Background: an optimization exercise with open tools, aiming at small area. Do not read the settings as production practice. Function was checked by simulation only, so behaviour that the tests miss may differ from the original. Power and IR drop assume default switching activity.

## garnet
Design axi_regs, start of the top module:
module axi_regs #(
    parameter AXI_ADDR_WIDTH = 32,  
    parameter logic [31:0] BASEADDR = 32'h00000000  
    ) (
    input  wire                      axi_aclk,
    input  wire                      axi_aresetn,
    input  wire [AXI_ADDR_WIDTH-1:0] s_axi_awaddr,
    input  wire [2:0]                s_axi_awprot,
    input  wire                      s_axi_awvalid,
    input  wire [7:0]                s_axi_awid,
    input  wire [7:0]                s_axi_awlen,
    input  wire [2:0]                s_axi_awsize,
    output wire                      s_axi_awready,
    input  wire [31:0]               s_axi_wdata,
    input  wire [3:0]                s_axi_wstrb,
    input  wire                      s_axi_wvalid,
    input  wire                      s_axi_wlast,
    output wire                      s_axi_wready,
    input  wire [AXI_ADDR_WIDTH-1:0] s_axi_araddr,
    input  wire [2:0]                s_axi_arprot,
    input  wire                      s_axi_arvalid,
    input  wire [7:0]                s_axi_arid,
    input  wire [7:0]                s_axi_arlen,
    input  wire [2:0]                s_axi_arsize,
    output wire                      s_axi_arready,
    output wire [31:0]               s_axi_rdata,
    output wire [1:0]                s_axi_rresp,
    output wire                      s_axi_rvalid,
    output wire [7:0]                s_axi_rid,
    output wire                      s_axi_rlast,
    input  wire                      s_axi_rready,
    output wire [1:0]                s_axi_bresp,
    output wire                      s_axi_bvalid,
    output wire [7:0]                s_axi_bid,
    input  wire                      s_axi_bready,
    output wire reg0_strobe,  
    output wire [31:0] reg0_value,  
    output wire reg1_strobe,  
    output wire [31:0] reg1_value,  
    output wire reg2_strobe,  
    output wire [31:0] reg2_value,  
    output wire reg3_strobe,  
    output wire [31:0] reg3_value,  
    output wire reg4_strobe,  
    input wire [31:0] reg4_value,  
    output wire reg5_strobe,  
    output wire [31:0] reg5_value,  
    input wire reg6_value_set,  
    output wire reg7_strobe,  
    output wire [31:0] reg7_value,  
    output wire reg8_strobe,  
    output wire [31:0] reg8_value,  
  ...
Size in the first run: roughly 3,100 cells after synthesis, roughly 1,100 flip-flops, roughly 0.042 mm² of cells after synthesis.
clock: 5.0 ns
lec_check: 0
cap_margin: 20
core_area: 4 4 421 421
die_area: 0 0 425 425
place_density: 0.6
slew_margin: 20
synth_hierarchical: 1
standard.sh (not shown) runs the stock make flow with config.mk's settings and CLKGATE_MAP_FILE= SYNTH_SCRIPT=/design/flow/synth_recipe.tcl, a recipe that flattens the netlist after the stock synthesis.
==> flow/flow/run.sh <==
#!/bin/bash
# The standard ORFS layout (standard.sh), with two changes in how the
# layout is built:
#  - port buffers use the smallest buffer cell (buf_1) instead of the
#    delay-buffer cell buffer_ports picks by default;
#  - CTS clusters more sinks per leaf buffer and adds no dummy loads.
export BUFFER_PORTS_ARGS="-buffer_cell sky130_fd_sc_hd__buf_1"
export CTS_ARGS="-sink_clustering_enable -repair_clock_nets -dont_use_dummy_load -sink_clustering_size 30 -sink_clustering_max_diameter 100"
bash standard.sh > standard.log 2>&1
--- input diff garnet..yarrow ---
Settings: CORE_MARGIN: unset -> 2; DIE_AREA: 0 0 425 425 -> unset; CORE_UTILIZATION: unset -> 45; CORE_AREA: 4 4 421 421 -> unset.
--- a/flow/flow/run.sh
+++ b/flow/flow/run.sh
@@ -8 +8,2 @@
-export CTS_ARGS="-sink_clustering_enable -repair_clock_nets -dont_use_dummy_load -sink_clustering_size 30 -sink_clustering_max_diameter 100"
+export CTS_ARGS="-sink_clustering_enable -repair_clock_nets -dont_use_dummy_load -sink_clustering_size 25 -sink_clustering_max_diameter 100"
+export PLACE_PINS_ARGS="-min_distance 1 -min_distance_in_tracks"
--- outcome ---
yarrow and garnet all finish clean.
yarrow vs garnet — count of clock-buffer cells in the layout dropped by a few percent
Side by side, cell count along the critical path turned out lower in yarrow than in garnet.
Worst hold slack sits lower in yarrow than in garnet.
Looking at via-per-instance ratio across yarrow and garnet, the one that comes out higher is yarrow.
Reported for yarrow and garnet, buffer count from post-CTS setup fixing turned out identical to the last digit.
Routed wire length, yarrow and garnet: larger value in garnet
Between yarrow and garnet, the maximum number of pins on one net before global-route repair is lower for garnet.
On area taken by multi-input logic gates, garnet tracks yarrow almost exactly.
Compared to garnet, yarrow shows a wider setup margin.
Re cell area after placement: garnet was higher than yarrow.
garnet has a higher area growth from synthesis to layout than yarrow.
Slowest library cell on the worst path = o32ai_1: garnet; slowest library cell on the worst path = nor4_4: yarrow
Inputs modified between yarrow and onyx:
Settings: CORE_MARGIN: 2 -> unset; DIE_AREA: unset -> 0 0 425 425; CORE_AREA: unset -> 4 4 421 421; CORE_UTILIZATION: 45 -> unset.
--- a/flow/flow/run.sh
+++ b/flow/flow/run.sh
@@ -9 +8,0 @@
-export PLACE_PINS_ARGS="-min_distance 1 -min_distance_in_tracks"
==> run summary <==
Between onyx and yarrow, it is onyx whose combinational group share of total power is lower, by 2.2 points. The higher effective utilization at floorplan of onyx and yarrow is in yarrow. Worst-case clock skew essentially unchanged between onyx and yarrow. Core utilization, onyx and yarrow: larger value in yarrow. As of onyx, wire length of the first global-routing pass had risen by more than 10% compared to yarrow. Re met3 routed wirelength: onyx is 43% up on yarrow. onyx vs yarrow: power up. TritonCTS buffer count: onyx > yarrow.
### onyx -> violet
Settings: DIE_AREA: 0 0 425 425 -> unset; CORE_UTILIZATION: unset -> 65; CORE_MARGIN: unset -> 2; PLACE_DENSITY: 0.6 -> 0.75; CORE_AREA: 4 4 421 421 -> unset.
==> run summary <==
As the logs show, violet stopped at 3_2_place_iop after a tool error, so it never reached the end of the flow. The compound-gate portion of the synthesized area of onyx and that of violet are within noise of each other. Compared with onyx, violet shows overall die width that has gone down by more than a quarter. In the tables for onyx and violet, height of the chip reads lower with violet.

-- port drivers added, routing unchanged --
The results above use ideal ports. As a check the final layouts listed here were re-extracted and re-timed, cells and wires unchanged.
Step 1: set_driving_cell puts a clkbuf_16 on axi_aclk and a buf_2 on each other input, an assumption about the parent block.
Step 2, shift: input delay + t, output delay - t, t = (earliest + latest rising clock arrival at the registers) / 2. This alone moves slack from input paths to output paths.
Slacks: ideal / step 1 / step 2; pairs: ideal / step 1.
run	t (ns)	setup slack, ns	worst setup path after step 2	clock arrival spread, ns	pins driven straight from the clock port
garnet	0.744	0.340 / 0.255 / 0.666	input to register	0.143 / 0.143	1
yarrow	0.714	0.641 / 0.570 / 0.851	input to register	0.090 / 0.090	1
onyx	0.764	0.280 / 0.194 / 0.651	input to register	0.105 / 0.105	1
After both steps every run listed still meets setup and hold.
